From an optimization exercise on the open Yosys and OpenROAD flow, aimed at small area and a short achievable clock period; shortcuts taken in it are not production practice.
No functional check of the RTL was part of any run shown here.
Power figures rest on the tool's default switching activity, not on a simulated workload.

--- flow/config.mk ---
export PLATFORM = sky130hd
export DESIGN_NAME = spn_cu
export DESIGN_NICKNAME = spn_cu
export VERILOG_FILES = /design/flow/design.v
export SDC_FILE = /design/flow/constraint.sdc
export NUM_CORES = 4
export LEC_CHECK = 0
export CAP_MARGIN = 20
export CORE_MARGIN = 2
export CORE_UTILIZATION = 40
export PLACE_DENSITY = 0.6
export SLEW_MARGIN = 20
--- flow/constraint.sdc ---
create_clock -name core_clock -period 5.5 [get_ports {clk}]
set_input_delay 1.1000 -clock core_clock [delete_from_list [all_inputs] [get_ports {clk}]]
set_output_delay 1.1000 -clock core_clock [all_outputs]
set_load 0.01 [all_outputs]
--- flow/design.v ---
module spn_cu (
    input  logic        clk,
    input  logic        reset,            
    input  logic [1:0]  opcode,           
    input  logic [15:0] data_in,          
    input  logic [31:0] secret_key,       
    output logic [15:0] data_out,         
    output logic [1:0]  valid             
);
    function automatic logic [3:0] sbox(input logic [3:0] x);
        logic w;
        w = ~(x[1] ^ x[2]);
        sbox[0] = x[3] ^ (x[0] & w);
        sbox[1] = ~(x[0] ^ x[1]) ^ (x[3] & ((~x[0] & ~x[2]) | (x[1] & (x[0] ^ x[2]))));
        sbox[2] = x[2] ^ (x[0] & w & ~x[3]);
        sbox[3] = ~(x[0] ^ (x[2] & ~(x[0] & x[1])) ^ (x[3] & ~(x[0] ^ x[1])));
    endfunction
    function automatic logic [3:0] inv_sbox(input logic [3:0] x);
        inv_sbox[0] = ~(x[2] ^ x[3] ^ (x[0] & ~(x[1] ^ (x[2] & x[3]))));
        inv_sbox[1] = x[1] ^ x[2] ^ x[3] ^ (x[0] & (x[3] ? x[1] : x[2]));
        inv_sbox[2] = x[2] ^ (x[0] & ~x[3] & (x[1] ^ x[2]));
        inv_sbox[3] = (~(x[1] | x[2]) | (x[0] & x[1] & x[2])) ^ (x[3] & ~(x[0] ^ x[1] ^ x[2]));
    endfunction
    function automatic logic [15:0] s16(input logic [15:0] x);
        s16 = {sbox(x[15:12]), sbox(x[11:8]), sbox(x[7:4]), sbox(x[3:0])};
    endfunction
    function automatic logic [15:0] si16(input logic [15:0] x);
        si16 = {inv_sbox(x[15:12]), inv_sbox(x[11:8]), inv_sbox(x[7:4]), inv_sbox(x[3:0])};
    endfunction
    logic        st_idle, st_pe, st_pd, st_de, st_dd, st_err;
    logic [15:0] d_reg, k_reg;
    logic [7:0]  x_reg;
    logic        err_in, enc;
    logic [15:0] x, rk, u_enc, u_dec, u;
    assign err_in = st_idle && (opcode == 2'b11);
    assign enc    = st_idle ? opcode[0] : (st_pe | st_de);
    assign x     = st_idle ? data_in : d_reg;
    assign rk    = st_idle ? {secret_key[7:0], opcode[0] ? secret_key[23:16] : secret_key[31:24]}
                           : k_reg;
    assign u_enc = s16(x ^ rk);
    assign u_dec = si16(x) ^ rk;
    assign u     = enc ? u_enc : u_dec;
    always_ff @(posedge clk or posedge reset) begin
        if (reset) begin
            st_idle <= 1'b1;
            st_pe   <= 1'b0;
            st_pd   <= 1'b0;
            st_de   <= 1'b0;
            st_dd   <= 1'b0;
            st_err  <= 1'b0;
        end else begin
            st_idle <= st_de | st_dd | st_err | (st_idle && opcode == 2'b00);
            st_pe   <= st_idle && opcode == 2'b01;
            st_pd   <= st_idle && opcode == 2'b10;
            st_de   <= st_pe;
            st_dd   <= st_pd;
            st_err  <= err_in;
        end
    end
    always_ff @(posedge clk) begin
        d_reg <= enc ? {u[13:0], u[15:14]} : {u[1:0], u[15:2]};
        k_reg <= st_idle ? secret_key[15:0] : {k_reg[7:0], x_reg};
        x_reg <= opcode[0] ? secret_key[31:24] : secret_key[23:16];
    end
    assign data_out = ({16{st_de}} & u_enc) | ({16{st_dd}} & u_dec);
    assign valid    = {st_dd | st_err | err_in, st_de | st_err | err_in};
endmodule
--- flow/flow/run.sh ---
#!/bin/bash
bash standard.sh "BUFFER_PORTS_ARGS=-buffer_cell sky130_fd_sc_hd__buf_1" "ADDER_MAP_FILE=" "SETUP_SLACK_MARGIN=1.0" finish > standard.log 2>&1
--- flow/standard.sh ---
#!/bin/bash
# synth_recipe.tcl (not shown) runs the flow's synth.tcl, then flattens the netlist and writes it again
# the make line also repeats each setting of config.mk as NAME=value (left out here)
make -C /OpenROAD-flow-scripts/flow DESIGN_CONFIG=/design/flow/config.mk WORK_HOME=/design/flow/orfs CLKGATE_MAP_FILE= SYNTH_SCRIPT=/design/flow/synth_recipe.tcl "${@:-finish}"
==> run_results.csv, run 1 <==
group,metric,value,unit
sta,rsz0062_at_grt,"no",
sta,post-route-period-util,78.6,%
drt,drc_errors,0,
sta,worst_slack,1180,ps
drt,ant_nets,0,
setup_path,crit_path_end_kind,"primary output",
place,dp.cells,569,
grt,use_met1,26.5,%
clocking,clk_pin_slew_worst_paths,90,ps
sta,slew_headroom,47.6,%
cells_and_area,seq_area,956,sq um
setup_path,crit_fanout,31,
synth,ys_warn_count,1,
cells_and_area,antenna_cells,0,
grt,grt_pass1_wl,15500,um
sta,finalSetupViolCount,0,
sta,setup_tns,0,ps
floorplan,initial_core_util,41.2,%
synth,synth.area.top_cells,"dfxtp_1 21%, mux2_2 12%, mux2i_1 11%",
synth,ys_seq_area_share,25.1,%
clocking,cts_tree,"built",
grt,grt_use_met2,32.1,%
clocking,cts_max_path_buffers,2,
synth,synth_nets,455,
drt,avgRoutedWirePerCell,17.3,um
place,hpwlAfterDp,7840,um
setup_path,worstPathRequired,4400,ps
sta,worstMarginPinSlew,787,ps
clocking,cts-root-buf,"clkbuf_8",
grt,use_met3,2.76,%
clocking,numCtsBuffers,5,
setup_path,crit_type,"flip-flop to primary output",
floorplan,rows,35,
clocking,postCtsSetupRepairBufs,0,
place,gp_congestion,0.887,
grt,grtUsageTotal,19.4,%
cells_and_area,drive_gt1_share,16.1,%
drt,first_pass_iters,4,
synth,synth_ff_type,"dfxtp_1",
sta,max_freq,231,MHz
floorplan,io_pins,70,
clocking,htreeDepth,2,
floorplan,die_w,101,um
synth,netlist_area,3790,sq um
grt,antenna_found_initial,0,
sta,slew_violations,0,
sta,holdWs,356,ps
cells_and_area,multi_input_area,2670,sq um
cells_and_area,final_cell_count_no_fill,577,
drt,wl,10000,um
sta,finalCriticalPeriod,4320,ps
power,cellPowerDensity,613,nW/um^2
power,finalPower,2.55,mW
drt,vias,3199,
clocking,numClockSinks,46,
grt,grt_max_degree,57,
floorplan,die_h,101,um
drt,drt_iter0_markers,155,
power,switching_share,48.7,%
synth,syn_avg_cell_area,9.39,sq um
synth,synth_cell_types,54,
run,drv_cap,0,
clocking,clk_latency,300,ps
setup_path,arrival,3220,ps
synth,synth-edff-count,0,
worst_hold_path,hp-class,"flip-flop to flip-flop",
setup_path,r2r_slack,2680,ps
grt,first_global_vias,3017,
sta,hold_violations,0,
power,p_sw,1.24,mW
power,leakage,1.58,nW
grt,overflow,0,
power,clockPowerShare,8.3,%
cells_and_area,fillers,901,
place,place_ws,1200,ps
drt,viasPerCell,5.54,
setup_path,crit_path_start_kind,"flip-flop",
clocking,cts_resized,0,
power,power.internal,1.31,mW
power,seq_power_share,21.9,%
floorplan,core_area,9200,sq um
synth,synth_seq_cells,46,
cells_and_area,finalNetCount,517,
place,portBuffers,69,
synth,synthCells,403,
power,power_frac_comb,69.8,%
grt,busiest_layer,"met2",
sta,finClkSkew,7.42,ps
cells_and_area,area_growth,10.0,%
floorplan,die_area,10300,sq um
clocking,postCtsHoldBufs,0,
synth,async_flop_share,13.0,%
power,ir_drop,0.228,mV
synth,synth_top_area_share,21.2,%
outcome,status,"no timing/DRC/antenna violations",
synth,yosysTopAreaCell,"dfxtp_1",
-- worst paths after layout --
check	startpoint	cells past startpoint	end
min in group asynchronous	reset	2	st_err
max	st_idle	8	data_out[9]
min	st_pd	0	st_dd
max reg2reg	st_idle	7	d_reg[7]
max in group asynchronous	reset	2	st_idle
min reg2reg	st_pd	0	st_dd
-- layout make-up --
class                   count  area share, %
clock buffers               6           1.74
inverters                   4          0.360
repair buffers             73           7.24
flip-flops and latches     46           22.9
well taps                 111           3.33
clock inverters             2          0.330
multi-input cells         335           64.1
-- stage by stage --
| stage | cell area, sq um | utilization, % |
|---|---|---|
| finish | 4170 | 45.3 |
| global route | 4170 | 45.3 |
| CTS | 4170 | 45.3 |
| detailed placement | 4080 | 44.4 |
| global placement | 4080 | 44.4 |
| floorplan | 3790 | - |
-- critical path, cell delays in order (launching register included) --
cell and delay (ps):
dfstp_4 890, buf_4 350, mux2_2 410, mux2_2 270, a22oi_1 210, o31ai_2 110
xnor2_1 290, a32o_1 210, buf_1 160
-- synthesized netlist by cell type, types with 2 or more instances --
cell       count
mux2i_4        2
o21ai_0       12
mux2_4         2
nor3_1         9
buf_6          6
a32o_1         2
o31a_1         2
a31oi_1        3
maj3_1         2
nand3_1       10
o2bb2ai_1      2
and3_1         5
a211o_1        3
inv_1          4
nor2_1        38
dfxtp_1       40
xnor2_1       32
or3_1          3
mux2_2        41
mux2i_2        8
buf_2          5
o22ai_1        3
nand2b_1       4
a21o_1         7
a211oi_1       8
a22o_1         8
a21oi_2        2
mux2i_1       43
clkbuf_1       4
o221ai_1       2
nand2_1       24
o211ai_1       3
xor2_1        25
a21oi_1       14
dfrtp_1        5
a21oi_4        2
-- layout by cell type, fill, tap and decap left out, drive strengths merged, types with 3 or more instances in the layout --
cell    instances
nor2           38
o211ai          3
a211o           3
a211oi          9
and3            5
or3             3
mux2           43
xor2           26
inv             4
a21o            7
nor3           10
o21ai          12
buf            73
xnor2          32
dfxtp          40
a22o            8
nand2          24
nand3          10
o22ai           3
a31oi           3
nand2b          4
clkbuf          6
mux2i          53
dfrtp           5
a21oi          18
-- metal layers --
metal | routed length [um] | vias to the layer above
met5 | 0 | -
met4 | 173 | 0
met3 | 588 | 14
met2 | 4820 | 93
met1 | 4420 | 1497
li1 | - | 1595
-- cells by family (layout without fill, tap and decap cells) --
logic type                 count (synthesis)  after routing  share of synthesized area (%)
and+or+nand+nor                           96             96                           11.3
muxes                                     96             96                           28.5
adders and majority gates                  2              2                          0.529
xor gates and xnor gates                  58             58                           13.6
AOI/OAI and AO/OA                         83             83                           16.6
DFF                                       46             46                           25.1
buffers and inverters                     22             85                           4.36
-- power by group through the flow --
| stage | clock (mW) | combinational (mW) | sequential, mW |
|---|---|---|---|
| 2_1_floorplan | 0 | 1.45 | 0.516 |
| 3_3_place_gp | 0 | 1.74 | 0.568 |
| 3_5_place_dp | 0 | 1.76 | 0.567 |
| 4_1_cts | 0.222 | 1.77 | 0.561 |
| 5_1_grt | 0.232 | 1.96 | 0.571 |
| 6_report | 0.212 | 1.78 | 0.560 |
==> inputs of run 2 (changes only) <==
==> flow/flow/run.sh (replaced) <==
#!/bin/bash
bash standard.sh "BUFFER_PORTS_ARGS=-buffer_cell sky130_fd_sc_hd__buf_1" "ADDER_MAP_FILE=" finish > standard.log 2>&1
==> run_results.csv, run 2 <==
group,metric,value,unit
synth,netlist_area,3790,sq um
grt,grt_max_degree,57,
sta,slew_violations,0,
drt,drt_iter0_markers,155,
power,ir_drop,0.228,mV
sta,slew_headroom,47.6,%
place,gp_congestion,0.887,
synth,ys_seq_area_share,25.1,%
cells_and_area,finalInstanceArea,4170,sq um
worst_hold_path,hp-class,"flip-flop to flip-flop",
grt,overflow,0,
sta,rsz0062_at_grt,"no",
synth,yosysTopAreaCell,"dfxtp_1",
synth,synth_nets,455,
floorplan,rows,35,
sta,max_freq,231,MHz
clocking,numCtsBuffers,5,
sta,hold_violations,0,
floorplan,die_w,101,um
grt,grtUsageTotal,19.4,%
setup_path,arrival,3220,ps
grt,grt_pass1_wl,15500,um
setup_path,crit_fanout,31,
cells_and_area,layout_common_cells,"69 x buf_1, 43 x mux2i_1, 41 x mux2_2, 40 x dfxtp_1, 38 x nor2_1",
place,portBuffers,69,
synth,synth.area.top_cells,"dfxtp_1 21%, mux2_2 12%, mux2i_1 11%",
floorplan,core_area,9200,sq um
sta,post-route-period-util,78.6,%
setup_path,crit_type,"flip-flop to primary output",
synth,synthTopCellsByCount,"43 x mux2i_1, 41 x mux2_2, 40 x dfxtp_1, 38 x nor2_1, 32 x xnor2_1",
sta,worstMarginPinSlew,787,ps
sta,setup_tns,0,ps
grt,antenna_found_initial,0,
synth,synthCells,403,
cells_and_area,antenna_cells,0,
cells_and_area,final_cell_count_no_fill,577,
floorplan,die_h,101,um
floorplan,die_area,10300,sq um
drt,ant_nets,0,
drt,viasPerCell,5.54,
cells_and_area,finalNetCount,517,
clocking,cts_resized,0,
setup_path,crit_path_start_kind,"flip-flop",
synth,synth-edff-count,0,
drt,wl,10000,um
sta,finClkSkew,7.42,ps
sta,finalSetupViolCount,0,
cells_and_area,drive_gt1_share,16.1,%
place,dp.cells,569,
synth,synth_seq_cells,46,
setup_path,crit_path_end_kind,"primary output",
clocking,cts-root-buf,"clkbuf_8",
place,hpwlAfterDp,7840,um
clocking,postCtsSetupRepairBufs,0,
floorplan,initial_core_util,41.2,%
sta,finalCriticalPeriod,4320,ps
setup_path,worstPathRequired,4400,ps
power,leakage,1.58,nW
synth,synth_ff_type,"dfxtp_1",
clocking,htreeDepth,2,
grt,first_global_vias,3017,
synth,synth_cell_types,54,
clocking,cts_max_path_buffers,2,
clocking,clk_latency,300,ps
outcome,status,"no timing/DRC/antenna violations",
power,cellPowerDensity,613,nW/um^2
clocking,clk_pin_slew_worst_paths,90,ps
synth,ys_warn_count,1,
clocking,postCtsHoldBufs,0,
cells_and_area,area_growth,10.0,%
synth,syn_avg_cell_area,9.39,sq um
synth,synth_top_area_share,21.2,%
synth,async_flop_share,13.0,%
sta,holdWs,356,ps
place,place_area,4080,sq um
drt,vias,3199,
clocking,numClockSinks,46,
run,drv_cap,0,
cells_and_area,layout_commonest_cell,"buf_1",
clocking,cts_tree,"built",
synth,synth_most_common_cell,"mux2i_1",
drt,first_pass_iters,4,
floorplan,io_pins,70,
drt,avgRoutedWirePerCell,17.3,um
drt,drc_errors,0,
power,finalPower,2.55,mW
-- run 2: where the power goes --
group	internal, mW	leakage (nW)	total, mW	switching (mW)
Clock	0.0900	0.0452	0.212	0.122
Sequential	0.446	0.418	0.560	0.114
Combinational	0.775	1.11	1.78	1.01
Total	1.31	1.58	2.55	1.24
-- run 2: layout make-up --
| cell class | instances | area [sq um] |
|---|---|---|
| Fill cell | 901 | 5030 |
| Timing Repair Buffer | 73 | 302 |
| Tap cell | 111 | 139 |
| Inverter | 4 | 15.0 |
| Clock buffer | 6 | 72.6 |
| Multi-Input combinational cell | 335 | 2670 |
| Clock inverter | 2 | 13.8 |
| Sequential cell | 46 | 956 |
-- run 2: cells by family after synthesis --
family,count (synthesis),share of synthesized area [%]
AOI/OAI and AO/OA,83,16.6
xor gates and xnor gates,58,13.6
adders and majority gates,2,0.529
buffers and inverters,22,4.36
DFF,46,25.1
muxes,96,28.5
and+or+nand+nor,96,11.3
-- run 2: critical path, stage by stage, from the launching register on --
cell and delay [ps]:
dfstp_4 890, buf_4 350, mux2_2 410, mux2_2 270
a22oi_1 210, o31ai_2 110, xnor2_1 290, a32o_1 210
buf_1 160
-- run 2: per-stage QoR --
step,util [%],setup slack (ps)
6_report,45.3,1180
5_1_grt,45.3,1000
4_1_cts,45.3,1160
3_5_place_dp,44.4,1200
3_3_place_gp,44.4,1250
2_1_floorplan,-,1840
-- run 2: final timing paths --
check	from	end	slack [ps]	depth (start not counted)
max	st_idle	data_out[9]	1180	8
min	st_pd	st_dd	360	0
max reg2reg	st_idle	d_reg[7]	2680	7
min reg2reg	st_pd	st_dd	360	0
max in group asynchronous	reset	st_idle	4560	2
min in group asynchronous	reset	st_err	670	2
-- run 2: routing by layer --
layer	GRT usage [%]	up-vias	part of all wire, %
li1	-	1595	-
met1	26.5	1497	44
met2	32.1	93	48
met3	2.76	14	5.9
met4	5.30	0	1.7
met5	0	-	0
==> inputs of run 3 (changes only) <==
--- a/flow/design.v
+++ b/flow/design.v
@@ -30,16 +30,16 @@
     logic        st_idle, st_pe, st_pd, st_de, st_dd, st_err;
     logic [15:0] d_reg, k_reg;
     logic [7:0]  x_reg;
-    logic        err_in, enc;
-    logic [15:0] x, rk, u_enc, u_dec, u;
+    logic        err_in, go_e, go_d;
+    logic [15:0] x, rk, u_enc, u_dec;
     assign err_in = st_idle && (opcode == 2'b11);
-    assign enc    = st_idle ? opcode[0] : (st_pe | st_de);
-    assign x     = st_idle ? data_in : d_reg;
-    assign rk    = st_idle ? {secret_key[7:0], opcode[0] ? secret_key[23:16] : secret_key[31:24]}
-                           : k_reg;
+    assign go_e   = (st_idle && opcode == 2'b01) || st_pe;
+    assign go_d   = (st_idle && opcode == 2'b10) || st_pd;
+    assign x     = d_reg | ({16{st_idle}} & data_in);
+    assign rk    = k_reg | ({16{st_idle}} &
+                   {secret_key[7:0], opcode[0] ? secret_key[23:16] : secret_key[31:24]});
     assign u_enc = s16(x ^ rk);
     assign u_dec = si16(x) ^ rk;
-    assign u     = enc ? u_enc : u_dec;
     always_ff @(posedge clk or posedge reset) begin
         if (reset) begin
             st_idle <= 1'b1;
@@ -48,6 +48,8 @@
             st_de   <= 1'b0;
             st_dd   <= 1'b0;
             st_err  <= 1'b0;
+            d_reg   <= 16'h0000;
+            k_reg   <= 16'h0000;
         end else begin
             st_idle <= st_de | st_dd | st_err | (st_idle && opcode == 2'b00);
             st_pe   <= st_idle && opcode == 2'b01;
@@ -55,11 +57,17 @@
             st_de   <= st_pe;
             st_dd   <= st_pd;
             st_err  <= err_in;
+            d_reg   <= ({16{go_e}} & {u_enc[13:0], u_enc[15:14]})
+                     | ({16{go_d}} & {u_dec[1:0], u_dec[15:2]});
+            if (st_idle)
+                k_reg <= (opcode[0] ^ opcode[1]) ? secret_key[15:0] : 16'h0000;
+            else if (st_pe || st_pd)
+                k_reg <= {k_reg[7:0], x_reg};
+            else
+                k_reg <= 16'h0000;
         end
     end
     always_ff @(posedge clk) begin
-        d_reg <= enc ? {u[13:0], u[15:14]} : {u[1:0], u[15:2]};
-        k_reg <= st_idle ? secret_key[15:0] : {k_reg[7:0], x_reg};
         x_reg <= opcode[0] ? secret_key[31:24] : secret_key[23:16];
     end
     assign data_out = ({16{st_de}} & u_enc) | ({16{st_dd}} & u_dec);
==> flow/flow/run.sh (replaced) <==
#!/bin/bash
set -u
here=$(pwd)
sed "s#SYNTH_SCRIPT=[^ ]*#SYNTH_SCRIPT=$here/flow/my_synth.tcl#" standard.sh > my_standard.sh
export MY_ABC_SCRIPT=$here/flow/abc.scr
export FLOW_SYNTH_TCL=$here/synth_recipe.tcl
extra=()
if [[ -f flow/make_args ]]; then mapfile -t extra < flow/make_args; fi
bash my_standard.sh "BUFFER_PORTS_ARGS=-buffer_cell sky130_fd_sc_hd__buf_1" "ADDER_MAP_FILE=" "${extra[@]}" finish > standard.log 2>&1
==> flow/flow/abc.scr (new file) <==
strash; &get -n; &fraig -x; &put; scorr; dc2; strash; &get -n; &dch -f; &nf; &put
==> flow/flow/my_synth.tcl (new file) <==
# Run the standard flow's synthesis script, but map with the ABC script in MY_ABC_SCRIPT.
proc abc {args} {
  set i [lsearch -exact $args -script]
  if { $i >= 0 } { lset args [expr {$i + 1}] $::env(MY_ABC_SCRIPT) }
  yosys abc {*}$args
}
source $::env(FLOW_SYNTH_TCL)
==> run_results.csv, run 3 <==
group,metric,value,unit
drt,viasPerCell,5.62,
clocking,htreeDepth,2,
clocking,cts_max_path_buffers,2,
place,portBuffers,69,
place,place_area,3550,sq um
synth,netlist_area,3130,sq um
setup_path,cpMostUsedCell,"buf_1",
power,seq_power_share,24.3,%
drt,avgRoutedWirePerCell,16.9,um
power,leakage,1.43,nW
synth,synthCells,354,
clocking,cts-root-buf,"clkbuf_8",
drt,first_pass_iters,6,
synth,synth-edff-count,0,
clocking,postCtsHoldBufs,0,
sta,rsz0062_at_grt,"no",
synth,synth_most_common_cell,"a21oi_1",
setup_path,arrival,3580,ps
sta,worst_slack,820,ps
cells_and_area,finalInstanceArea,3640,sq um
sta,finalSetupViolCount,0,
outcome,status,"no timing/DRC/antenna violations",
clocking,clk_latency,310,ps
drt,wl,9080,um
floorplan,core_area,7650,sq um
floorplan,die_w,92.4,um
drt,vias,3025,
setup_path,worstPathRequired,4400,ps
cells_and_area,area_growth,16.5,%
synth,syn_avg_cell_area,8.83,sq um
synth,synthTopCellsByCount,"38 x a21oi_1, 37 x dfrtp_1, 32 x nand2_1, 23 x xnor2_1, 23 x xor2_1",
sta,post-route-period-util,85.1,%
sta,hold_violations,0,
floorplan,die_area,8540,sq um
setup_path,crit_buf_inv,2,
synth,async_flop_share,82.6,%
place,place_ws,832,ps
setup_path,cp_slowest_stage_delay,480,ps
place,hpwlAfterDp,6860,um
synth,ys_warn_count,1,
clocking,cts_tree,"built",
synth,synth_top_area_share,29.6,%
synth,synth.area.top_cells,"dfrtp_1 30%, xnor2_1 6.4%, xor2_1 6.4%",
setup_path,cp_slowest_cell,"buf_1",
setup_path,crit_path_end_kind,"primary output",
clocking,cts_resized,0,
power,power_frac_comb,63.2,%
floorplan,io_pins,70,
power,switching_share,48.4,%
sta,setup_tns,0,ps
grt,antenna_found_initial,0,
clocking,clk_pin_slew_worst_paths,90,ps
clocking,postCtsSetupRepairBufs,0,
sta,max_freq,214,MHz
synth,yosysTopAreaCell,"dfrtp_1",
sta,finalCriticalPeriod,4680,ps
power,p_sw,0.856,mW
drt,ant_nets,0,
sta,finClkSkew,8.89,ps
synth,synth_cell_types,43,
cells_and_area,antenna_cells,0,
sta,slew_headroom,46.4,%
synth,synth_nets,406,
sta,worstMarginPinSlew,803,ps
setup_path,crit_fanout,15,
setup_path,crit_path_start_kind,"primary input",
power,clockPowerShare,12.5,%
grt,overflow,0,
clocking,numCtsBuffers,5,
floorplan,die_h,92.4,um
drt,drt_iter0_markers,214,
clocking,numClockSinks,46,
setup_path,worstPathCellList,"buf_1, nor2b_1, a221o_1, xnor2_1, xor2_1, a21boi_0, o31ai_1, buf_1",
grt,grt_max_degree,39,
power,ir_drop,0.148,mV
synth,ys_seq_area_share,35.6,%
place,gp_congestion,0.892,
cells_and_area,layout_common_cells,"69 x buf_1, 38 x a21oi_1, 37 x dfrtp_1, 32 x nand2_1",
setup_path,crit_type,"primary input to primary output",
grt,grt_pass1_wl,14100,um
setup_path,path_delay_family,"compound AO/OA/AOI/OAI gates",
floorplan,initial_core_util,40.9,%
grt,first_global_vias,2662,
cells_and_area,drive_gt1_share,2.98,%
sta,slew_violations,0,
grt,grtUsageTotal,21.4,%
cells_and_area,fillers,779,
cells_and_area,layout_commonest_cell,"buf_1",
power,power.internal,0.912,mW
worst_hold_path,hp-class,"flip-flop to flip-flop",
synth,synth_ff_type,"dfrtp_1",
drt,drc_errors,0,
floorplan,rows,32,
cells_and_area,utilization,47.6,%
power,cellPowerDensity,486,nW/um^2
run,drv_cap,0,
synth,synth_seq_cells,46,
cells_and_area,finalNetCount,487,
[run 3: stage by stage]
step                std cells  hold WS [ps]  total power [mW]
global placement          530           420              1.52
global route              538           451              1.90
finish                    538           446              1.77
floorplan                 354           402              1.26
detailed placement        530           430              1.53
CTS                       538           440              1.76
[run 3: power groups by stage]
stage               clock, mW  combinational, mW  sequential (mW)
finish                  0.222               1.12            0.430
floorplan                   0              0.827            0.438
global route            0.240               1.22            0.437
detailed placement          0               1.10            0.436
global placement            0               1.09            0.436
CTS                     0.226               1.10            0.429
[run 3: path summary, 6_finish.rpt]
| path | start | endpoint | slack [ps] | cells after the start |
|---|---|---|---|---|
| max in group asynchronous | reset | st_idle | 4250 | 3 |
| worst max register to register | st_idle | d_reg[9] | 2520 | 7 |
| min in group asynchronous | reset | k_reg[6] | 870 | 3 |
| worst max-delay path | opcode[0] | data_out[7] | 820 | 8 |
| worst min register to register | st_pd | st_dd | 450 | 0 |
| worst min-delay path | st_pd | st_dd | 450 | 0 |
[run 3: cells by family after synthesis]
group / Yosys count / share of synthesized area (%)
AO/OA/AOI/OAI: 137 / 29.6
XOR/XNOR: 46 / 12.9
buffers and inverters: 15 / 1.80
flip-flops: 46 / 35.6
multiplexers: 13 / 4.48
AND/OR/NAND/NOR: 97 / 15.7
[run 3: final cells by class]
class	instances	area, sq um	area share [%]
inverter	15	56.3	1.55
clock buffer	7	86.3	2.37
timing repair buffer	74	297	8.14
sequential	46	1110	30.5
tap	102	128	3.51
clock inverter	1	5.00	0.137
multi-input combinational	293	1960	53.7
[run 3: metal layers]
metal,GRT usage [%],vias up,part of all wire [%]
li1,-,1489,-
met1,30.4,1424,46
met2,34.4,104,47
met3,3.34,8,6.1
met4,4.98,0,1.2
met5,0,-,0
==> inputs of run 4 (changes only) <==
==> flow/flow/abc.scr (replaced) <==
strash; &get -n; &fraig -x; &put; scorr; dc2; strash; &get -n; &dch -f; &nf -R 1000 -C 32; &put
==> run_results.csv, run 4 <==
group,metric,value,unit
synth,synth_seq_cells,46,
synth,yosysTopAreaCell,"dfrtp_1",
drt,viasPerCell,5.45,
cells_and_area,fillers,734,
clocking,numClockSinks,46,
sta,finalSetupViolCount,0,
synth,synthTopCellsByCount,"39 x a21oi_1, 39 x o22ai_1, 37 x dfrtp_1, 35 x xnor2_1, 33 x nand2_1",
worst_hold_path,whs_path_depth,0,
place,portBuffers,69,
floorplan,die_w,89.0,um
worst_hold_path,hp-start,"st_pe",
clocking,postCtsSetupRepairBufs,0,
power,finalPower,1.75,mW
power,cellPowerDensity,519,nW/um^2
worst_hold_path,holdPathEnd,"st_de",
drt,drc_errors,0,
cells_and_area,drive_gt1_share,3.16,%
sta,rsz0062_at_grt,"no",
clocking,cts_max_path_buffers,2,
synth,async_flop_share,82.6,%
floorplan,io_pins,70,
outcome,status,"no timing/DRC/antenna violations",
setup_path,r2r_slack,2580,ps
floorplan,die_h,89.0,um
drt,vias,2761,
cells_and_area,layout_common_cells,"69 x buf_1, 39 x o22ai_1, 39 x a21oi_1, 37 x dfrtp_1, 35 x xnor2_1",
place,place_area,3290,sq um
clocking,clk_latency,300,ps
sta,finClkSkew,10.6,ps
cells_and_area,finalNetCount,462,
cells_and_area,finalInstanceArea,3380,sq um
drt,avgRoutedWirePerCell,15.8,um
worst_hold_path,hp-class,"flip-flop to flip-flop",
sta,slew_violations,0,
setup_path,reg2reg_from,"st_idle",
sta,max_freq,218,MHz
grt,antenna_found_initial,0,
grt,grtUsageTotal,20.9,%
sta,finalCriticalPeriod,4590,ps
clocking,cts_tree,"built",
drt,drt_iter0_markers,128,
sta,post-route-period-util,83.4,%
setup_path,crit_fanout,12,
synth,synth.area.top_cells,"dfrtp_1 32%, xnor2_1 11%, o22ai_1 8.4%",
sta,hold_violations,0,
floorplan,die_area,7920,sq um
setup_path,rr_endpoint,"d_reg[4]",
floorplan,rows,30,
synth,synth-edff-count,0,
grt,overflow,0,
synth,synth_ff_type,"dfrtp_1",
setup_path,ff2ff_path_depth,8,
cells_and_area,layout_commonest_cell,"buf_1",
place,gp_congestion,0.920,
grt,first_global_vias,2528,
floorplan,initial_core_util,41.8,%
synth,synthCells,331,
clocking,clk_pin_slew_worst_paths,90,ps
drt,ant_nets,0,
setup_path,crit_path_start_kind,"primary input",
drt,wl,8020,um
cells_and_area,antenna_cells,0,
setup_path,crit_path_end_kind,"primary output",
power,leakage,1.31,nW
cells_and_area,area_growth,17.0,%
clocking,htreeDepth,2,
synth,netlist_area,2890,sq um
grt,grt_max_degree,39,
setup_path,arrival,3490,ps
synth,synth_top_area_share,32.0,%
sta,worstMarginPinSlew,1080,ps
setup_path,crit_type,"primary input to primary output",
run,drv_cap,0,
grt,grt_pass1_wl,12600,um
setup_path,worstPathRequired,4400,ps
synth,syn_avg_cell_area,8.73,sq um
clocking,postCtsHoldBufs,0,
power,ir_drop,0.171,mV
sta,slew_headroom,27.6,%
clocking,cts_resized,0,
synth,synth_nets,383,
sta,setup_tns,0,ps
synth,synth_cell_types,30,
synth,ys_seq_area_share,38.5,%
floorplan,core_area,6910,sq um
clocking,numCtsBuffers,5,
drt,first_pass_iters,4,
clocking,cts-root-buf,"clkbuf_8",
synth,ys_warn_count,1,
place,hpwlAfterDp,6160,um
run 4: layout make-up:
type / instances / area (sq um) / share of cell area [%]
clock buffers: 5 / 68.8 / 2.03
multi-input cells: 267 / 1710 / 50.6
clock inverters: 3 / 18.8 / 0.555
flip-flops and latches: 46 / 1110 / 32.9
repair buffers: 72 / 282 / 8.32
well taps: 96 / 120 / 3.55
inverters: 18 / 67.6 / 2.00
run 4: kinds of logic after synthesis:
family	Yosys count	share of synthesized area [%]
DFF	46	38.5
and+or+nand+nor	78	12.1
muxes	10	3.81
xor gates and xnor gates	54	16.4
AOI/OAI and AO/OA	125	26.9
buffers and inverters	18	2.34
run 4: critical path, cell delays in order:
cell     delay [ps]
buf_1           440
nor2b_1         300
a221o_1         400
xnor2_1         340
a21oi_1         140
o21ai_0         140
nor2_1           90
xnor2_1         240
o22ai_1         130
buf_1           150
run 4: per-layer routing:
layer / track usage (%) / vias to the layer above / part of all wire, %
met2: 31.9 / 84 / 45
met5: 0 / - / 0
met3: 3.05 / 9 / 5.0
met4: 5.97 / 0 / 1.1
li1: - / 1373 / -
met1: 30.8 / 1295 / 48
run 4: how the worst max path moves through the flow:
stage	from	to	slack (ps)
2_1_floorplan	opcode[0]	data_out[2]	1660
3_3_place_gp	opcode[0]	data_out[2]	1010
3_5_place_dp	opcode[0]	data_out[6]	910
4_1_cts	opcode[0]	data_out[6]	910
5_1_grt	opcode[0]	data_out[2]	600
6_report	opcode[0]	data_out[2]	910
run 4: report_power, final:
group / internal [mW] / switching, mW / leakage, nW
clock network: 0.0898 / 0.122 / 0.0483
registers: 0.396 / 0.0314 / 0.584
logic: 0.427 / 0.689 / 0.679
run 4: per-stage QoR:
stage,hold slack [ps],utilization [%],worst slack [ps],cells
after global routing,464,49.0,603,507
after detailed placement,412,47.7,911,499
final,448,49.0,915,507
after CTS,434,48.9,915,507
after floorplan,389,-,1660,331
after global placement,400,47.7,1010,499
==> inputs of run 5 (changes only) <==
==> flow/flow/make_args (new file) <==
SETUP_SLACK_MARGIN=1.8
==> run_results.csv, run 5 <==
group,metric,value,unit
outcome,status,"no timing/DRC/antenna violations",
cells_and_area,finalInstanceArea,4240,sq um
drt,viasPerCell,5.70,
setup_path,crit_type,"primary input to primary output",
sta,finClkSkew,6.61,ps
floorplan,rows,30,
sta,setup_tns,0,ps
drt,wl_met3,531,um
clocking,cts_tree,"built",
synth,synth-edff-count,0,
floorplan,core_area,6910,sq um
grt,first_global_vias,2959,
synth,synth.area.top_cells,"dfrtp_1 32%, xnor2_1 11%, o22ai_1 8.4%",
clocking,numClockSinks,46,
power,cellPowerDensity,583,nW/um^2
setup_path,crit_path_start_kind,"primary input",
cells_and_area,finalNetCount,506,
clocking,cts-root-buf,"clkbuf_8",
sta,post-route-period-util,74.6,%
setup_path,arrival,3000,ps
synth,synthCells,331,
drt,avgRoutedWirePerCell,17.8,um
setup_path,crit_fanout,5,
drt,first_pass_iters,5,
synth,ys_warn_count,1,
cells_and_area,drive_gt1_share,27.5,%
grt,grt_pass1_wl,14800,um
cells_and_area,antenna_cells,0,
place,hpwlAfterDp,6330,um
synth,syn_avg_cell_area,8.73,sq um
clocking,clk_latency,300,ps
worst_hold_path,hp-class,"flip-flop to flip-flop",
place,gp_congestion,0.912,
floorplan,die_h,89.0,um
cells_and_area,layout_commonest_cell,"buf_1",
clocking,cts_max_path_buffers,2,
synth,async_flop_share,82.6,%
synth,ys_seq_area_share,38.5,%
sta,max_freq,244,MHz
grt,antenna_found_initial,0,
sta,slew_violations,0,
synth,yosysTopAreaCell,"dfrtp_1",
clocking,numCtsBuffers,5,
cells_and_area,area_growth,46.8,%
synth,netlist_area,2890,sq um
sta,rsz0062_at_grt,"yes",
grt,grtUsageTotal,24.6,%
drt,ant_nets,0,
sta,finalCriticalPeriod,4100,ps
sta,finalSetupViolCount,0,
synth,synth_ff_type,"dfrtp_1",
drt,drc_errors,0,
synth,synthTopCellsByCount,"39 x a21oi_1, 39 x o22ai_1, 37 x dfrtp_1, 35 x xnor2_1, 33 x nand2_1",
drt,wl_met2,4740,um
sta,worstMarginPinSlew,775,ps
setup_path,crit_path_end_kind,"primary output",
run,drv_cap,0,
power,ir_drop,0.191,mV
sta,hold_violations,0,
sta,slew_headroom,48.3,%
drt,drt_iter0_markers,257,
floorplan,die_w,89.0,um
power,leakage,1.72,nW
floorplan,die_area,7920,sq um
clocking,htreeDepth,2,
floorplan,io_pins,70,
drt,dr.max_layer_used,"met4",
clocking,clk_pin_slew_worst_paths,90,ps
synth,synth_nets,383,
setup_path,worstPathRequired,4400,ps
drt,wl_met1,4250,um
grt,overflow,0,
synth,synth_seq_cells,46,
synth,synth_cell_types,30,
drt,wl,9830,um
drt,vias,3138,
place,portBuffers,69,
place,place_area,3370,sq um
synth,synth_top_area_share,32.0,%
floorplan,initial_core_util,41.8,%
grt,grt_max_degree,40,
cells_and_area,layout_common_cells,"57 x buf_1, 44 x buf_4, 37 x o22ai_1, 37 x dfrtp_1, 32 x nand2_1",
-- run 5: cell counts after synthesis --
Identical to the previous run, type by type.
-- run 5: worst paths after layout --
path	startpoint	to	slack, ps	cells past startpoint
setup reg to reg	st_idle	d_reg[4]	2570	12
hold reg to reg	x_reg[3]	k_reg[3]	450	2
max in group asynchronous	reset	st_idle	4250	3
hold / removal	x_reg[3]	k_reg[3]	450	2
min in group asynchronous	reset	k_reg[3]	890	3
setup / recovery	opcode[0]	data_out[3]	1400	10
-- run 5: timing repair --
item                                    CTS  global route
setup buffers                            25            15
endpoints found under the setup margin   16            16
resized for setup                        44            52
hold buffers                              0             0
pin swaps                                25            26
cloned                                    1             0
-- run 5: area by class of cell --
type | count | area (sq um)
Timing Repair Buffer | 115 | 642
Multi-Input combinational cell | 268 | 2190
Tap cell | 96 | 120
Clock inverter | 2 | 37.5
Inverter | 18 | 67.6
Fill cell | 603 | 2670
Clock buffer | 6 | 72.6
Sequential cell | 46 | 1120
-- run 5: per-stage QoR --
stage / worst slack, ps / power (mW) / cells / util, % / hold slack, ps
final: 1400 / 2.47 / 551 / 61.4 / 451
after global routing: 1330 / 2.62 / 551 / 61.4 / 472
after CTS: 1510 / 2.17 / 536 / 55.6 / 455
after detailed placement: 1230 / 1.58 / 502 / 48.8 / 432
after global placement: 1270 / 1.57 / 502 / 48.8 / 428
after floorplan: 1820 / 1.32 / 331 / - / 389
-- run 5: logic make-up after synthesis --
group                     Yosys count  share of synthesized area, %
DFF                                46                          38.5
muxes                              10                          3.81
AOI/OAI and AO/OA                 125                          26.9
buffers and inverters              18                          2.34
and+or+nand+nor                    78                          12.1
xor gates and xnor gates           54                          16.4
-- run 5: metal layers --
layer,track usage (%),vias up
met4,8.55,0
met5,0,-
met3,4.06,34
met1,32.1,1494
li1,-,1464
met2,41.6,146
-- run 5: critical path, cell delays in order --
cell and delay, ps:
buf_6 90, buf_6 120, and2_4 160, a221o_1 410, xnor2_2 290, nor2_2 90, nand3b_1 260, xnor2_2 200
o22ai_1 110, buf_2 160
-- run 5: power breakdown --
| group | internal (mW) | switching [mW] |
|---|---|---|
| Clock | 0.136 | 0.121 |
| Sequential | 0.397 | 0.0364 |
| Combinational | 0.842 | 0.940 |
==> inputs of run 6 (changes only) <==
--- a/flow/design.v
+++ b/flow/design.v
@@ -30,16 +30,16 @@
     logic        st_idle, st_pe, st_pd, st_de, st_dd, st_err;
     logic [15:0] d_reg, k_reg;
     logic [7:0]  x_reg;
-    logic        err_in, go_e, go_d;
-    logic [15:0] x, rk, u_enc, u_dec;
+    logic        err_in;
+    logic [15:0] rk_a, a_enc, a_dec, b_enc, b_dec, a_next, b_next;
     assign err_in = st_idle && (opcode == 2'b11);
-    assign go_e   = (st_idle && opcode == 2'b01) || st_pe;
-    assign go_d   = (st_idle && opcode == 2'b10) || st_pd;
-    assign x     = d_reg | ({16{st_idle}} & data_in);
-    assign rk    = k_reg | ({16{st_idle}} &
-                   {secret_key[7:0], opcode[0] ? secret_key[23:16] : secret_key[31:24]});
-    assign u_enc = s16(x ^ rk);
-    assign u_dec = si16(x) ^ rk;
+    assign rk_a  = {secret_key[7:0], opcode[0] ? secret_key[23:16] : secret_key[31:24]};
+    assign a_enc = s16(data_in ^ rk_a);
+    assign a_dec = si16(data_in) ^ rk_a;
+    assign a_next = opcode[0] ? {a_enc[13:0], a_enc[15:14]} : {a_dec[1:0], a_dec[15:2]};
+    assign b_enc = s16(d_reg ^ k_reg);
+    assign b_dec = si16(d_reg) ^ k_reg;
+    assign b_next = st_pe ? {b_enc[13:0], b_enc[15:14]} : {b_dec[1:0], b_dec[15:2]};
     always_ff @(posedge clk or posedge reset) begin
         if (reset) begin
             st_idle <= 1'b1;
@@ -48,8 +48,6 @@
             st_de   <= 1'b0;
             st_dd   <= 1'b0;
             st_err  <= 1'b0;
-            d_reg   <= 16'h0000;
-            k_reg   <= 16'h0000;
         end else begin
             st_idle <= st_de | st_dd | st_err | (st_idle && opcode == 2'b00);
             st_pe   <= st_idle && opcode == 2'b01;
@@ -57,19 +55,13 @@
             st_de   <= st_pe;
             st_dd   <= st_pd;
             st_err  <= err_in;
-            d_reg   <= ({16{go_e}} & {u_enc[13:0], u_enc[15:14]})
-                     | ({16{go_d}} & {u_dec[1:0], u_dec[15:2]});
-            if (st_idle)
-                k_reg <= (opcode[0] ^ opcode[1]) ? secret_key[15:0] : 16'h0000;
-            else if (st_pe || st_pd)
-                k_reg <= {k_reg[7:0], x_reg};
-            else
-                k_reg <= 16'h0000;
         end
     end
     always_ff @(posedge clk) begin
+        d_reg <= st_idle ? a_next : b_next;
+        k_reg <= st_idle ? secret_key[15:0] : {k_reg[7:0], x_reg};
         x_reg <= opcode[0] ? secret_key[31:24] : secret_key[23:16];
     end
-    assign data_out = ({16{st_de}} & u_enc) | ({16{st_dd}} & u_dec);
+    assign data_out = ({16{st_de}} & b_enc) | ({16{st_dd}} & b_dec);
     assign valid    = {st_dd | st_err | err_in, st_de | st_err | err_in};
 endmodule
==> flow/flow/abc.scr (replaced) <==
strash; &get -n; &fraig -x; &put; scorr; dc2; strash; &get -n; &dch -f; &nf; &put
removed: flow/flow/make_args
==> run_results.csv, run 6 <==
group,metric,value,unit
sta,finalCriticalPeriod,3520,ps
power,cellPowerDensity,521,nW/um^2
floorplan,die_area,10500,sq um
cells_and_area,finalNetCount,602,
floorplan,core_area,9330,sq um
setup_path,reg2reg_from,"st_idle",
clocking,cts-root-buf,"clkbuf_8",
sta,max_freq,284,MHz
grt,antenna_found_initial,0,
setup_path,crit_type,"primary input to primary output",
setup_path,crit_start,"opcode[0]",
clocking,numClockSinks,46,
grt,grtUsageTotal,20.0,%
power,ir_drop,0.201,mV
synth,yosysTopAreaCell,"dfxtp_1",
synth,ys_seq_area_share,24.5,%
setup_path,arrival,2420,ps
sta,rsz0062_at_grt,"no",
power,power.internal,1.15,mW
sta,setup_tns,0,ps
sta,slew_headroom,41.0,%
place,gp_congestion,0.899,
floorplan,rows,35,
floorplan,initial_core_util,41.7,%
clocking,numCtsBuffers,5,
drt,first_pass_iters,5,
cells_and_area,layout_common_cells,"71 x xnor2_1, 68 x buf_1, 48 x o21ai_0, 40 x dfxtp_1",
power,power_frac_comb,62.8,%
floorplan,io_pins,70,
cells_and_area,utilization,47.2,%
place,hpwlAfterDp,8180,um
power,seq_power_share,27.7,%
setup_path,r2r_slack,3170,ps
clocking,clk_pin_slew_worst_paths,90,ps
synth,async_flop_share,13.0,%
drt,ant_nets,0,
floorplan,die_w,103,um
drt,avgRoutedWirePerCell,15.1,um
power,p_sw,1.14,mW
clocking,cts_tree,"built",
power,clockPowerShare,9.5,%
setup_path,crit_path_end_kind,"primary output",
sta,slew_violations,0,
sta,hold_violations,0,
sta,holdWs,354,ps
drt,drc_errors,0,
cells_and_area,layout_commonest_cell,"xnor2_1",
setup_path,worstPathRequired,4400,ps
drt,viasPerCell,5.40,
synth,synth.area.top_cells,"dfxtp_1 21%, xnor2_1 16%, xor2_1 8.6%",
outcome,status,"no timing/DRC/antenna violations",
synth,synth-edff-count,0,
sta,finalSetupViolCount,0,
place,portBuffers,69,
floorplan,die_h,103,um
setup_path,crit_path_start_kind,"primary input",
setup_path,ff2ff_path_depth,3,
clocking,clk_latency,300,ps
sta,worstMarginPinSlew,885,ps
synth,synth_most_common_cell,"xnor2_1",
power,leakage,1.57,nW
drt,wl,10300,um
cells_and_area,area_growth,13.4,%
clocking,cts_resized,0,
synth,synthTopCellsByCount,"71 x xnor2_1, 48 x o21ai_0, 40 x dfxtp_1, 38 x nand2_1, 38 x xor2_1",
synth,synth_nets,525,
synth,netlist_area,3890,sq um
synth,synth_cell_types,38,
synth,synth_ff_type,"dfxtp_1",
clocking,postCtsHoldBufs,0,
synth,ys_warn_count,1,
drt,vias,3670,
setup_path,rr_endpoint,"d_reg[8]",
cells_and_area,drive_gt1_share,1.81,%
grt,first_global_vias,3275,
grt,grt_pass1_wl,16300,um
clocking,postCtsSetupRepairBufs,0,
sta,post-route-period-util,63.9,%
drt,drt_iter0_markers,141,
synth,synth_top_area_share,20.6,%
synth,synth_seq_cells,46,
grt,grt_max_degree,41,
cells_and_area,antenna_cells,0,
synth,synthCells,473,
clocking,cts_max_path_buffers,2,
sta,finClkSkew,7.08,ps
run,drv_cap,0,
synth,syn_avg_cell_area,8.22,sq um
setup_path,timing.critical_path.to,"valid[0]",
worst_hold_path,hp-class,"flip-flop to flip-flop",
power,switching_share,49.6,%
grt,overflow,0,
setup_path,crit_fanout,40,
clocking,htreeDepth,2,
[run 6: power groups by stage]
| stage | sequential [mW] | combinational [mW] | clock [mW] |
|---|---|---|---|
| finish | 0.635 | 1.44 | 0.218 |
| global route | 0.658 | 1.59 | 0.236 |
| CTS | 0.633 | 1.43 | 0.222 |
| detailed placement | 0.642 | 1.43 | 0 |
| global placement | 0.635 | 1.40 | 0 |
| floorplan | 0.581 | 1.10 | 0 |
[run 6: area by class of cell]
cell class                      instances  area (sq um)
Clock buffer                            7          86.3
Tap cell                              129           161
Multi-Input combinational cell        413          2880
Sequential cell                        46           952
Clock inverter                          1          5.00
Timing Repair Buffer                   70           268
Inverter                               14          52.6
Fill cell                             969          4920
[run 6: how the worst min path moves through the flow]
stage           from    end  slack (ps)  cells after the start
2_1_floorplan  st_pd  st_dd         330                      0
3_3_place_gp   st_pd  st_dd         340                      0
3_5_place_dp   st_pd  st_dd         330                      0
4_1_cts        st_pd  st_dd         350                      0
5_1_grt        st_pd  st_dd         370                      0
6_report       st_pd  st_dd         350                      0
[run 6: logic make-up (layout without fill, tap and decap cells)]
group	after synthesis	after routing	synth area share [%]
AO/OA/AOI/OAI	138	138	22.2
XOR/XNOR	109	109	24.6
buffers and inverters	14	92	1.35
flip-flops	46	46	24.5
multiplexers	48	48	13.2
AND/OR/NAND/NOR	118	118	14.3
[run 6: metal layers]
layer | vias to the layer above | track usage [%] | routed length, um
met4 | 0 | 4.72 | 149
met3 | 13 | 2.58 | 502
met1 | 1700 | 28.3 | 4880
li1 | 1845 | - | -
met2 | 112 | 32.4 | 4720
met5 | - | 0 | 0
[run 6: per-stage QoR]
stage | worst slack, ps | power, mW | std cells | cell area (sq um)
after floorplan | 2750 | 1.68 | 473 | 3890
after global placement | 1900 | 2.03 | 672 | 4320
after detailed placement | 1840 | 2.07 | 672 | 4320
after CTS | 1970 | 2.29 | 680 | 4410
after global routing | 1880 | 2.48 | 680 | 4410
final | 1980 | 2.29 | 680 | 4410
[run 6: worst max-delay path, stage by stage]
cell      delay (ps)
clkbuf_2         490
and3_1           370
or3_1            310
buf_1            130
==> inputs of run 7 (changes only) <==
==> flow/flow/make_args (new file) <==
SETUP_SLACK_MARGIN=2.5
==> run_results.csv, run 7 <==
group,metric,value,unit
power,power.internal,1.49,mW
drt,wl,10800,um
sta,hold_violations,0,
cells_and_area,multi_input_area,3130,sq um
drt,ant_nets,0,
synth,ys_seq_area_share,24.5,%
power,clockPowerShare,7.9,%
synth,ys_warn_count,1,
synth,synth_nets,525,
synth,netlist_area,3890,sq um
power,p_sw,1.29,mW
drt,avgRoutedWirePerCell,15.4,um
grt,antenna_found_initial,0,
power,switching_share,46.2,%
clocking,htreeDepth,2,
sta,finalSetupViolCount,0,
grt,grt_max_degree,38,
power,cellPowerDensity,567,nW/um^2
floorplan,initial_core_util,41.7,%
setup_path,crit_type,"primary input to primary output",
sta,slew_headroom,48.8,%
synth,async_flop_share,13.0,%
setup_path,r2r_slack,3450,ps
clocking,cts_tree,"built",
sta,rsz0062_at_grt,"yes",
sta,max_freq,335,MHz
synth,synth-edff-count,0,
sta,finalCriticalPeriod,2980,ps
floorplan,rows,35,
floorplan,io_pins,70,
sta,setup_tns,0,ps
drt,drt_iter0_markers,142,
power,ir_drop,0.290,mV
synth,synth_most_common_cell,"xnor2_1",
clocking,cts-root-buf,"clkbuf_8",
setup_path,worstPathRequired,4400,ps
cells_and_area,final_cell_count_no_fill,701,
cells_and_area,antenna_cells,0,
place,gp_congestion,0.899,
place,dp.cells,672,
setup_path,ff2ff_path_depth,3,
cells_and_area,seq_area,1000,sq um
worst_hold_path,whs_path_depth,0,
synth,synth_ff_type,"dfxtp_1",
cells_and_area,drive_gt1_share,15.0,%
worst_hold_path,hp-class,"flip-flop to flip-flop",
run,drv_cap,0,
synth,synth_seq_cells,46,
clocking,postCtsHoldBufs,0,
drt,viasPerCell,5.37,
drt,drc_errors,0,
setup_path,crit_path_end_kind,"primary output",
synth,synth_cell_types,38,
synth,synthCells,473,
floorplan,die_h,103,um
setup_path,crit_fanout,20,
clocking,clk_pin_slew_worst_paths,90,ps
clocking,cts_max_path_buffers,2,
sta,worstMarginPinSlew,769,ps
outcome,status,"no timing/DRC/antenna violations",
cells_and_area,finalNetCount,623,
grt,grt_pass1_wl,16800,um
synth,yosysTopAreaCell,"dfxtp_1",
power,seq_power_share,25.5,%
clocking,numCtsBuffers,5,
clocking,numClockSinks,46,
synth,syn_avg_cell_area,8.22,sq um
synth,synthTopCellsByCount,"71 x xnor2_1, 48 x o21ai_0, 40 x dfxtp_1, 38 x nand2_1, 38 x xor2_1",
cells_and_area,fillers,928,
grt,first_global_vias,3381,
floorplan,core_area,9330,sq um
sta,post-route-period-util,54.2,%
power,power_frac_comb,66.6,%
power,leakage,1.78,nW
drt,vias,3767,
place,portBuffers,69,
floorplan,die_w,103,um
floorplan,die_area,10500,sq um
setup_path,crit_path_start_kind,"primary input",
sta,slew_violations,0,
clocking,clk_latency,300,ps
cells_and_area,layout_commonest_cell,"buf_1",
synth,synth.area.top_cells,"dfxtp_1 21%, xnor2_1 16%, xor2_1 8.6%",
grt,overflow,0,
cells_and_area,layout_common_cells,"64 x buf_1, 62 x xnor2_1, 42 x o21ai_0, 38 x nand2_1, 35 x nor2_1",
drt,first_pass_iters,5,
cells_and_area,area_growth,26.0,%
setup_path,arrival,1880,ps
synth,synth_top_area_share,20.6,%
sta,finClkSkew,5.64,ps
grt,grtUsageTotal,20.7,%
place,hpwlAfterDp,8180,um
==> run 7: per-layer routing <==
metal | vias to the layer above | part of all wire (%) | GRT usage (%)
li1 | 1882 | - | -
met3 | 18 | 4.9 | 3.19
met5 | - | 0 | 0
met1 | 1748 | 46 | 28.7
met4 | 0 | 1.9 | 5.95
met2 | 119 | 47 | 33.6
==> run 7: kinds of logic after synthesis <==
kind of cell / count (synthesis) / synth area share [%]
AO/OA/AOI/OAI: 138 / 22.2
XOR/XNOR: 109 / 24.6
buffers and inverters: 14 / 1.35
flip-flops: 46 / 24.5
multiplexers: 48 / 13.2
AND/OR/NAND/NOR: 118 / 14.3
==> run 7: final cells by class <==
| class | count | share of cell area (%) |
|---|---|---|
| inverters | 14 | 1.07 |
| clock buffers | 7 | 1.76 |
| repair buffers | 91 | 9.32 |
| flip-flops and latches | 46 | 20.5 |
| multi-input cells | 413 | 64.0 |
| clock inverters | 1 | 0.102 |
| well taps | 129 | 3.30 |
==> run 7: critical path, cell delays in order <==
cell,delay [ps]
clkbuf_16,170
and3_4,160
or3_1,300
clkbuf_2,130
==> run 7: worst paths after layout <==
kind,to,startpoint
max,valid[0],opcode[0]
min,st_dd,st_pd
max reg2reg,d_reg[8],st_idle
min reg2reg,st_dd,st_pd
max in group asynchronous,st_idle,reset
min in group asynchronous,st_err,reset
==> run 7: repair_timing <==
| action | CTS | global route |
|---|---|---|
| resized for setup | 34 | 49 |
| endpoints found under the setup margin | 22 | 18 |
| buffers inserted | 8 | 12 |
| pin swaps | 7 | 17 |
| gates cloned | 1 | 0 |
==> run 7: power groups by stage <==
stage	clock (mW)	combinational [mW]	sequential (mW)
after CTS	0.222	1.57	0.672
after global routing	0.236	2.01	0.734
after floorplan	0	1.10	0.581
after global placement	0	1.40	0.635
after detailed placement	0	1.43	0.642
final	0.219	1.85	0.710
==> run 7: metrics by stage <==
| stage | worst slack (ps) | area, sq um | util [%] | hold slack, ps | power, mW |
|---|---|---|---|---|---|
| final | 2520 | 4900 | 52.5 | 354 | 2.78 |
| after floorplan | 2750 | 3890 | - | 331 | 1.68 |
| after global placement | 1900 | 4320 | 46.3 | 337 | 2.03 |
| after global routing | 2470 | 4900 | 52.5 | 369 | 2.98 |
| after detailed placement | 1840 | 4320 | 46.3 | 335 | 2.07 |
| after CTS | 2500 | 4640 | 49.7 | 355 | 2.47 |
==> inputs of run 8 (changes only) <==
==> flow/flow/make_args (replaced) <==
SETUP_SLACK_MARGIN=3.0
==> run_results.csv, run 8 <==
group,metric,value,unit
outcome,status,"no timing/DRC/antenna violations",
clocking,htreeDepth,2,
worst_hold_path,hp-start,"st_pd",
floorplan,die_area,10500,sq um
sta,hold_violations,0,
synth,async_flop_share,13.0,%
sta,rsz0062_at_grt,"yes",
clocking,clk_pin_slew_worst_paths,90,ps
sta,worstMarginPinSlew,816,ps
synth,synthCells,473,
floorplan,die_w,103,um
grt,overflow,0,
synth,synth.area.top_cells,"dfxtp_1 21%, xnor2_1 16%, xor2_1 8.6%",
clocking,cts-root-buf,"clkbuf_8",
cells_and_area,antenna_cells,0,
grt,first_global_vias,3809,
place,hpwlAfterDp,8210,um
setup_path,worstPathRequired,4400,ps
clocking,postCtsHoldBufs,0,
sta,holdWs,356,ps
place,dp.cells,672,
power,ir_drop,0.320,mV
floorplan,die_h,103,um
power,seq_power_share,20.8,%
sta,slew_violations,0,
synth,yosysTopAreaCell,"dfxtp_1",
power,clockPowerShare,5.9,%
cells_and_area,fillers,775,
power,leakage,2.27,nW
cells_and_area,layout_common_cells,"47 x buf_1, 47 x buf_4, 42 x xnor2_1, 35 x nand2_1, 32 x nor2_1",
synth,ys_warn_count,1,
floorplan,initial_core_util,41.7,%
setup_path,cp_slowest_stage_delay,320,ps
sta,setup_tns,0,ps
worst_hold_path,hp-class,"flip-flop to flip-flop",
drt,viasPerCell,5.38,
drt,vias,3985,
synth,synth_top_area_share,20.6,%
drt,avgRoutedWirePerCell,16.9,um
cells_and_area,drive_gt1_share,35.5,%
power,power.internal,1.98,mW
synth,synth_most_common_cell,"xnor2_1",
place,portBuffers,69,
setup_path,arrival,1870,ps
clocking,cts_tree,"built",
sta,finClkSkew,10.8,ps
setup_path,cp_slowest_cell,"or3_4",
synth,synthTopCellsByCount,"71 x xnor2_1, 48 x o21ai_0, 40 x dfxtp_1, 38 x nand2_1, 38 x xor2_1",
setup_path,r2r_slack,3460,ps
setup_path,worstPathCellList,"buf_4, and3_4, or3_4, buf_6",
drt,ant_nets,0,
sta,worst_slack,2530,ps
synth,synth-edff-count,0,
setup_path,crit_path_end_kind,"primary output",
grt,grt_max_degree,38,
cells_and_area,finalNetCount,664,
worst_hold_path,whs_path_depth,0,
power,finalPower,3.58,mW
setup_path,ff2ff_path_depth,3,
synth,ys_seq_area_share,24.5,%
synth,synth_ff_type,"dfxtp_1",
sta,finalSetupViolCount,0,
clocking,numCtsBuffers,5,
floorplan,io_pins,70,
worst_hold_path,holdPathEnd,"st_dd",
synth,syn_avg_cell_area,8.22,sq um
setup_path,path_delay_family,"simple AND/OR/NAND/NOR gates",
setup_path,cp.depth,4,
drt,first_pass_iters,5,
synth,synth_nets,525,
clocking,numClockSinks,46,
place,place_area,4380,sq um
setup_path,rr_endpoint,"d_reg[8]",
synth,synth_seq_cells,46,
setup_path,crit_fanout,4,
cells_and_area,finalInstanceArea,5930,sq um
sta,slew_headroom,45.6,%
run,drv_cap,0,
cells_and_area,final_cell_count_no_fill,741,
setup_path,crit_buf_inv,2,
clocking,clk_latency,300,ps
setup_path,crit_start,"opcode[1]",
grt,antenna_found_initial,0,
sta,post-route-period-util,54.0,%
place,place_ws,1870,ps
sta,finalCriticalPeriod,2970,ps
synth,netlist_area,3890,sq um
clocking,cts_max_path_buffers,2,
sta,max_freq,337,MHz
floorplan,core_area,9330,sq um
power,power_frac_comb,73.3,%
grt,grt_pass1_wl,18900,um
setup_path,crit_path_start_kind,"primary input",
floorplan,rows,35,
synth,synth_cell_types,38,
cells_and_area,utilization,63.6,%
cells_and_area,area_growth,52.7,%
drt,wl,12500,um
setup_path,reg2reg_from,"st_idle",
power,switching_share,44.8,%
power,cellPowerDensity,604,nW/um^2
drt,drc_errors,0,
power,p_sw,1.60,mW
place,gp_congestion,0.887,
grt,grtUsageTotal,23.2,%
setup_path,crit_type,"primary input to primary output",
drt,drt_iter0_markers,157,
run 8: cell counts after synthesis:
No cell type changed its count.
run 8: per-layer routing:
metal  vias to the layer above  routed length (um)  GRT usage [%]
met5                         -                   0              0
met4                         0                 194           5.74
met3                        17                 855           3.73
met2                       163                6350           41.7
met1                      1844                5110           28.9
li1                       1961                   -              -
run 8: power groups by stage:
stage / sequential [mW] / combinational (mW) / clock (mW)
4_1_cts: 0.708 / 2.22 / 0.215
5_1_grt: 0.767 / 2.80 / 0.230
6_report: 0.743 / 2.63 / 0.213
3_3_place_gp: 0.648 / 1.42 / 0
3_5_place_dp: 0.648 / 1.44 / 0
2_1_floorplan: 0.592 / 1.11 / 0
run 8: cell families after synthesis:
kind of cell | count (synthesis) | share of synthesized area [%]
flip-flops | 46 | 24.5
multiplexers | 48 | 13.2
AND/OR/NAND/NOR | 118 | 14.3
buffers and inverters | 14 | 1.35
XOR/XNOR | 109 | 24.6
AO/OA/AOI/OAI | 138 | 22.2
run 8: worst max path at each step:
stage          slack, ps            to
4_1_cts             2540      valid[0]
3_5_place_dp        1870      d_reg[4]
2_1_floorplan       2790      d_reg[8]
5_1_grt             2500  data_out[14]
6_report            2530      valid[0]
3_3_place_gp        1940      d_reg[4]
run 8: what timing repair did:
item / CTS / global route
pin swaps: 35 / 31
cloned: 2 / 0
setup endpoints to repair: 28 / 30
buffers inserted: 44 / 16
gates resized for setup: 172 / 67
run 8: final cells by class:
class                      count  area [sq um]  share of cell area [%]
tap                          129           161                    2.72
multi-input combinational    413          3710                    62.5
clock buffer                   7          86.3                    1.46
sequential                    46          1040                    17.5
inverter                      14          52.6                   0.886
timing repair buffer         132           881                    14.8
==> inputs of run 9 (changes only) <==
==> flow/flow/abc.scr (replaced) <==
strash; &get -n; &fraig -x; &put; scorr; dc2; strash; &get -n; &dch -f; &nf -R 1000 -C 32; &put
removed: flow/flow/make_args
==> run_results.csv, run 9 <==
group,metric,value,unit
synth,synthTopCellsByCount,"59 x xnor2_1, 50 x o21ai_0, 48 x nor2_1, 46 x xor2_1, 41 x nand2_1",
synth,synth_top_area_share,20.7,%
synth,synthCells,479,
cells_and_area,utilization,47.6,%
synth,synth_ff_type,"dfxtp_1",
drt,avgRoutedWirePerCell,15.1,um
synth,ys_seq_area_share,24.6,%
clocking,cts_max_path_buffers,2,
floorplan,core_area,9330,sq um
setup_path,crit_path_end_kind,"primary output",
run,drv_cap,0,
sta,finClkSkew,7.43,ps
cells_and_area,finalNetCount,608,
synth,syn_avg_cell_area,8.09,sq um
drt,wl,10300,um
drt,first_pass_iters,5,
place,gp_congestion,0.852,
clocking,htreeDepth,2,
power,finalPower,2.35,mW
outcome,status,"no timing/DRC/antenna violations",
clocking,cts-root-buf,"clkbuf_8",
floorplan,die_w,102,um
setup_path,worstPathRequired,4400,ps
drt,viasPerCell,5.35,
clocking,cts_tree,"built",
grt,grt_max_degree,41,
sta,finalSetupViolCount,0,
sta,rsz0062_at_grt,"no",
cells_and_area,antenna_cells,0,
synth,synth_nets,531,
sta,post-route-period-util,63.6,%
power,leakage,1.62,nW
setup_path,ff2ff_path_depth,3,
sta,slew_violations,0,
clocking,clk_latency,300,ps
sta,setup_tns,0,ps
cells_and_area,drive_gt1_share,1.97,%
synth,yosysTopAreaCell,"dfxtp_1",
place,portBuffers,69,
setup_path,crit_fanout,40,
sta,max_freq,286,MHz
drt,drt_iter0_markers,106,
clocking,numClockSinks,46,
grt,grtUsageTotal,20.4,%
drt,ant_nets,0,
place,hpwlAfterDp,8180,um
sta,worstMarginPinSlew,872,ps
grt,overflow,0,
sta,hold_violations,0,
synth,synth_most_common_cell,"xnor2_1",
grt,antenna_found_initial,0,
drt,vias,3667,
cells_and_area,layout_commonest_cell,"buf_1",
setup_path,arrival,2400,ps
floorplan,die_h,102,um
clocking,postCtsHoldBufs,0,
cells_and_area,finalInstanceArea,4440,sq um
synth,netlist_area,3870,sq um
setup_path,crit_type,"primary input to primary output",
clocking,cts_resized,0,
floorplan,initial_core_util,41.5,%
cells_and_area,final_cell_count_no_fill,686,
worst_hold_path,hp-class,"flip-flop to flip-flop",
floorplan,rows,35,
power,ir_drop,0.167,mV
power,cellPowerDensity,529,nW/um^2
cells_and_area,area_growth,14.6,%
grt,first_global_vias,3375,
synth,synth.area.top_cells,"dfxtp_1 21%, xnor2_1 13%, xor2_1 10%",
clocking,postCtsSetupRepairBufs,0,
setup_path,crit_path_start_kind,"primary input",
synth,synth_cell_types,41,
place,place_ws,1860,ps
grt,grt_pass1_wl,16800,um
worst_hold_path,whs_path_depth,0,
cells_and_area,layout_common_cells,"68 x buf_1, 59 x xnor2_1, 50 x o21ai_0, 48 x nor2_1, 46 x xor2_1",
place,dp.cells,678,
sta,worst_slack,2000,ps
place,place_area,4300,sq um
clocking,clk_pin_slew_worst_paths,90,ps
synth,synth-edff-count,0,
synth,async_flop_share,13.0,%
drt,drc_errors,0,
clocking,numCtsBuffers,5,
synth,ys_warn_count,1,
sta,slew_headroom,41.9,%
sta,finalCriticalPeriod,3500,ps
floorplan,die_area,10500,sq um
floorplan,io_pins,70,
synth,synth_seq_cells,46,
sta,holdWs,359,ps
[run 9: cell types whose count changed in the layout (fill, tap and decap cells not counted), moves of 16 or more]
cell,previous run,this run
buf_4,47,1
buf_1,47,68
xnor2_1,42,59
dfxtp_1,12,40
xor2_1,20,46
dfxtp_4,20,0
xnor2_2,18,0
nor2_1,32,48
o21ai_0,27,50
[run 9: worst max-delay path, stage by stage]
cell and delay, ps:
clkbuf_2 480, and3_1 360, or3_1 300, buf_1 140
[run 9: layout make-up]
type	instances	area [sq um]
Multi-Input combinational cell	421	2880
Clock inverter	3	68.8
Timing Repair Buffer	70	268
Fill cell	948	4890
Sequential cell	46	952
Tap cell	129	161
Inverter	12	45.0
Clock buffer	5	68.8
[run 9: cells by family after synthesis]
| family | synth area share [%] |
|---|---|
| XOR/XNOR | 23.7 |
| AND/OR/NAND/NOR | 15.9 |
| multiplexers | 11.1 |
| flip-flops | 24.6 |
| buffers and inverters | 1.16 |
| AO/OA/AOI/OAI | 23.6 |
[run 9: power by group]
group          switching (mW)  leakage [nW]  internal, mW
Combinational           0.817          1.14         0.601
Sequential              0.186         0.417         0.441
Clock                   0.124        0.0683         0.182
[run 9: final timing paths]
path | start | end | slack (ps)
max | opcode[0] | valid[0] | 2000
min | st_pd | st_dd | 360
max reg2reg | st_idle | d_reg[8] | 3240
min reg2reg | st_pd | st_dd | 360
max in group asynchronous | reset | st_idle | 4630
min in group asynchronous | reset | st_err | 640
[run 9: metal layers]
metal	track usage [%]	up-vias	share of wire, %
met1	27.8	1683	45
met5	0	-	0
li1	-	1870	-
met3	2.39	7	4.9
met2	34.9	107	49
met4	4.00	0	0.84

-- static timing again, ports no longer ideal --
Ports are ideal in the flow. The routed layouts listed here were re-timed in OpenROAD. Step 1 (the two cells are an assumption about what drives the block):
set clk [get_ports {clk}]
set_driving_cell -lib_cell sky130_fd_sc_hd__clkbuf_16 $clk
set_driving_cell -lib_cell sky130_fd_sc_hd__buf_2 [delete_from_list [all_inputs] $clk]
Step 2 adds t to the input delays and takes it off the output delays; t is the mean of the earliest and latest rising clock arrival at the registers after step 1. Input paths then give back, and output paths get back, about the clock's delay inside the block. Slacks: ideal ports / drivers / drivers and shift; pairs: ideal ports / drivers.
run	shift t [ns]	setup WS [ns]	slew at the worst register clock pin (ns)
run 1	0.327	1.179 / 1.151 / 1.175	0.09 / 0.09
run 2	0.327	1.179 / 1.151 / 1.175	0.09 / 0.09
run 3	0.337	0.820 / 0.796 / 0.796	0.09 / 0.09
run 4	0.326	0.915 / 0.892 / 0.892	0.10 / 0.10
run 5	0.322	1.397 / 1.366 / 1.366	0.09 / 0.09
run 6	0.330	1.985 / 1.964 / 1.859	0.09 / 0.09
run 7	0.329	2.519 / 2.444 / 2.332	0.09 / 0.09
run 8	0.327	2.532 / 2.476 / 2.431	0.09 / 0.09
run 9	0.327	2.001 / 1.980 / 1.843	0.09 / 0.09
After both steps every run listed still meets setup and hold. For run 7, which loses most, drivers alone change the setup slack by -0.075 ns; drivers and shift together by -0.187 ns.
